This design comes from an exercise in tuning for small area, a short achievable clock period and few clock cycles on the open sky130 flow, not from production work. At most, simulation tests tie the RTL to the original design; equivalence was not proved.

Setup of the reference run:
## geofence
module geofence (clk, reset, X, Y, valid, is_inside);
input clk;
input reset;
input [9:0] X;
input [9:0] Y;
output reg valid;
output reg is_inside;
localparam S0 = 3'd0, S1 = 3'd1, S2 = 3'd2, S3 = 3'd3, SF = 3'd4;
reg [3:0] cnt;           
reg [2:0] st;
reg [9:0] px, py;        
reg       wsx, wsy;      
reg [9:0] wmx, wmy_n;        
wire [9:0] wmy = ~wmy_n;
reg       lsx, lsy, rsx, rsy;
reg [9:0] lmx_n, lmy, rmx_n, rmy;       
wire [9:0] lmx = ~lmx_n, rmx = ~rmx_n;
wire [10:0] dx = {1'b0, X} - {1'b0, px};
wire [10:0] dy = {1'b0, Y} - {1'b0, py};
wire       dsx = dx[10];
wire       dsy = dy[10];
wire [9:0] dmx = (dx[9:0] ^ {10{dsx}}) + {9'd0, dsx};
wire [9:0] dmy = (dy[9:0] ^ {10{dsy}}) + {9'd0, dsy};
wire       a_n, a_z, b_n, b_z;
xsign ua (.a(lmx), .b(wmy), .c(lmy), .d(wmx), .neg(a_n), .zero(a_z));   
xsign ub (.a(wmy), .b(rmx), .c(wmx), .d(rmy), .neg(b_n), .zero(b_z));   
wire lzx = lmx == 0, lzy = lmy == 0, wzx = wmx == 0, wzy = wmy == 0;
wire rzx = rmx == 0, rzy = rmy == 0;
wire a_s1 = lsx ^ wsy, a_s2 = lsy ^ wsx;
wire b_s1 = wsy ^ rsx, b_s2 = wsx ^ rsy;
wire [1:0] ca = (a_s1 != a_s2) ? (((lzx || wzy) && (lzy || wzx)) ? 2'b01 : {a_s1, 1'b0})
                               : (a_z ? 2'b01 : {a_s1 ^ a_n, 1'b0});
wire [1:0] cr = (b_s1 != b_s2) ? (((wzx || rzy) && (wzy || rzx)) ? 2'b01 : {b_s1, 1'b0})
                               : (b_z ? 2'b01 : {b_s1 ^ b_n, 1'b0});
wire a_neg = ca[1], a_zero = ca[0], a_pos = !ca[1] && !ca[0];
  ...
For scale: ~1600 cells after synthesis, about 24 I/O pins.
export LEC_CHECK = 0
export CAP_MARGIN = 20
export CORE_MARGIN = 2
export CORE_UTILIZATION = 40
export SLEW_MARGIN = 20
create_clock -name core_clock -period 13.0 [get_ports {clk}]
standard.sh (not shown) runs the stock make flow with config.mk's settings and CLKGATE_MAP_FILE= SYNTH_SCRIPT=/design/flow/synth_recipe.tcl, a recipe that flattens the netlist after the stock synthesis.
==> flow/flow/run.sh <==
#!/bin/bash
# Standard ORFS layout with two additions (same clock period and constraints):
#  1. after the standard synthesis, flow/polarity.py removes the inverters that
#     Yosys's full-adder extraction leaves between adders (logic unchanged);
#  2. timing repair aims at a larger setup slack than the default.
set -euo pipefail
RES="$PWD/orfs/results/$FLOW_PLATFORM/geofence/base"
LIB="$FLOW_HOME/platforms/$FLOW_PLATFORM/lib/sky130_fd_sc_hd__tt_025C_1v80.lib"
bash standard.sh "$RES/1_2_yosys.v" > synth.log 2>&1
cp "$RES/1_2_yosys.v" 1_2_yosys.before_polarity.v
python3 flow/polarity.py "$RES/1_2_yosys.v" "$LIB" > polarity.log 2>&1
bash standard.sh SETUP_SLACK_MARGIN=7 finish > layout.log 2>&1
Other scripts of this flow, unchanged in this note and not shown: flow/flow/polarity.py
#### Input delta (the trial run over the reference run)
--- a/flow/flow/run.sh
+++ b/flow/flow/run.sh
@@ -11,2 +11,2 @@
 python3 flow/polarity.py "$RES/1_2_yosys.v" "$LIB" > polarity.log 2>&1
-bash standard.sh SETUP_SLACK_MARGIN=7 finish > layout.log 2>&1
+bash standard.sh SETUP_SLACK_MARGIN=5.5 finish > layout.log 2>&1
==> comparison <==
Between the reference run and the trial run, minimum setup slack in the final design decreased. Comparing wire length for the reference run and the trial run, the bigger number came from the reference run.
No functional check of the RTL was part of any run of this note.


## run 1
geofence, a different RTL version from the one above (not shown whole).
Size in the first run: roughly 1600 cells after synthesis.
clock: 13.0 ns
lec_check: 0
cap_margin: 20
core_margin: 2
core_utilization: 55
slew_margin: 20
==> flow/flow/run.sh <==
#!/bin/bash
# Standard ORFS layout with two additions (same clock period and constraints):
#  1. after the standard synthesis, flow/polarity.py removes the inverters that
#     Yosys's full-adder extraction leaves between adders (logic unchanged);
#  2. timing repair aims at a larger setup slack than the default.
set -euo pipefail
RES="$PWD/orfs/results/$FLOW_PLATFORM/geofence/base"
LIB="$FLOW_HOME/platforms/$FLOW_PLATFORM/lib/sky130_fd_sc_hd__tt_025C_1v80.lib"
bash standard.sh "$RES/1_2_yosys.v" > synth.log 2>&1
cp "$RES/1_2_yosys.v" 1_2_yosys.before_polarity.v
python3 flow/polarity.py "$RES/1_2_yosys.v" "$LIB" > polarity.log 2>&1
bash standard.sh SETUP_SLACK_MARGIN=6 finish > layout.log 2>&1
Other scripts of this flow, unchanged in this note and not shown: flow/flow/polarity.py
Run 1 | status: complete | timing, DRC, antenna: pass
Testbench counts of run 1, summed over its fixed seeds: cycles 12,800.
For run 2, these inputs were changed with respect to run 1:
- putting ABC_AREA at 1 where nothing was set
- swapping 55 for 40 in CORE_UTILIZATION
- Every run (run 2 and run 1) finished clean.
- Run 2 against run 1: clock latency of the later-clocked register in the worst-skew pair has decreased; synthesized cell area picked up an extra 970 um2; worst setup slack after placement up 0.97 ns.
- Taking run 1 as the reference, in run 2 final critical-path setup slack shows an increase of 0.22 ns, final cell count without fillers higher.
- Delta (run 2 minus run 1): wire length grew by about 2.4%, fraction of the core area covered by cells at the end of the flow went down by 18 points, antenna diode count ~0 delta.
> inputs changed (run 2 -> run 3)
- clearing ABC_AREA, which used to be 1
diff --git a/flow/flow/run.sh b/flow/flow/run.sh
--- a/flow/flow/run.sh
+++ b/flow/flow/run.sh
@@ -11,2 +11,2 @@
 python3 flow/polarity.py "$RES/1_2_yosys.v" "$LIB" > polarity.log 2>&1
-bash standard.sh SETUP_SLACK_MARGIN=6 finish > layout.log 2>&1
+bash standard.sh SETUP_SLACK_MARGIN=6.5 finish > layout.log 2>&1
==> summary.txt <==
NOTE: count of plain and timing-repair buffers in run 3 exceeds that of run 2
Against run 2, run 3 reports a final setup slack of the worst path that is higher.
Per the comparison of run 3 with run 2, clock latency on the worst-skew pair now sits at about the same level; post-route fraction of the period consumed by the critical path shrank by 0.24 points.
Against run 2, area of all placed cells without fillers in run 3 rose by a few percent.
Run 3 against run 2: instance area at placement -5.3%; fraction of cell area in non-clock buffers +6.7 points; instance count after placement with tap cells included -14%; synthesized cell count -313; final core utilization +3.9 points.
For run 4, these inputs were changed with respect to run 3:
diff --git a/flow/flow/run.sh b/flow/flow/run.sh
--- a/flow/flow/run.sh
+++ b/flow/flow/run.sh
@@ -11,2 +11,2 @@
 python3 flow/polarity.py "$RES/1_2_yosys.v" "$LIB" > polarity.log 2>&1
-bash standard.sh SETUP_SLACK_MARGIN=6.5 finish > layout.log 2>&1
+bash standard.sh SETUP_SLACK_MARGIN=6 finish > layout.log 2>&1
### Flow results
Run 4 reports a higher transition time at the pin with the least slew margin than run 3 does.
A end point of the critical path of rmx_n[0] is what run 3 shows, while rmx_n[2] belongs to run 4.
Going from run 3 to run 4, synthesis-to-finish area growth fell 6.3 points; sequential share of cell area rose 0.71 points.
Setup slack, run 3 and run 4: smaller value in run 4
Max aggregate global-route resource usage across run 3 and run 4: run 3

[what the ideal ports hide]
The results above use ideal ports. As a check the final layouts listed here were re-extracted and re-timed, cells and wires unchanged.
Step 1 (the two cells are an assumption about what drives the block):
set clk [get_ports {clk}]
set_driving_cell -lib_cell sky130_fd_sc_hd__clkbuf_16 $clk
set_driving_cell -lib_cell sky130_fd_sc_hd__buf_2 [delete_from_list [all_inputs] $clk]
Step 2 times the ports against the registers' clock, not the clock port: input delays grow and output delays shrink by t, the midpoint of the rising clock arrivals with the driver on.
Slacks: ideal ports / drivers / drivers and shift; pairs: ideal ports / drivers.
run	shift t [ns]	setup slack, ns	worst data-port slew with drivers (ns)	pins driven straight from the clock port
the reference run	0.391	6.355 / 6.355 / 6.355	0.04	1
the trial run	0.387	5.704 / 5.704 / 5.704	0.04	1
run 1	0.395	6.152 / 6.152 / 6.152	0.03	1
run 2	0.382	6.374 / 6.374 / 6.374	0.04	1
run 3	0.384	6.405 / 6.405 / 6.405	0.04	1
run 4	0.380	6.207 / 6.207 / 6.207	0.04	1
After both steps setup and hold are still met in every run listed.
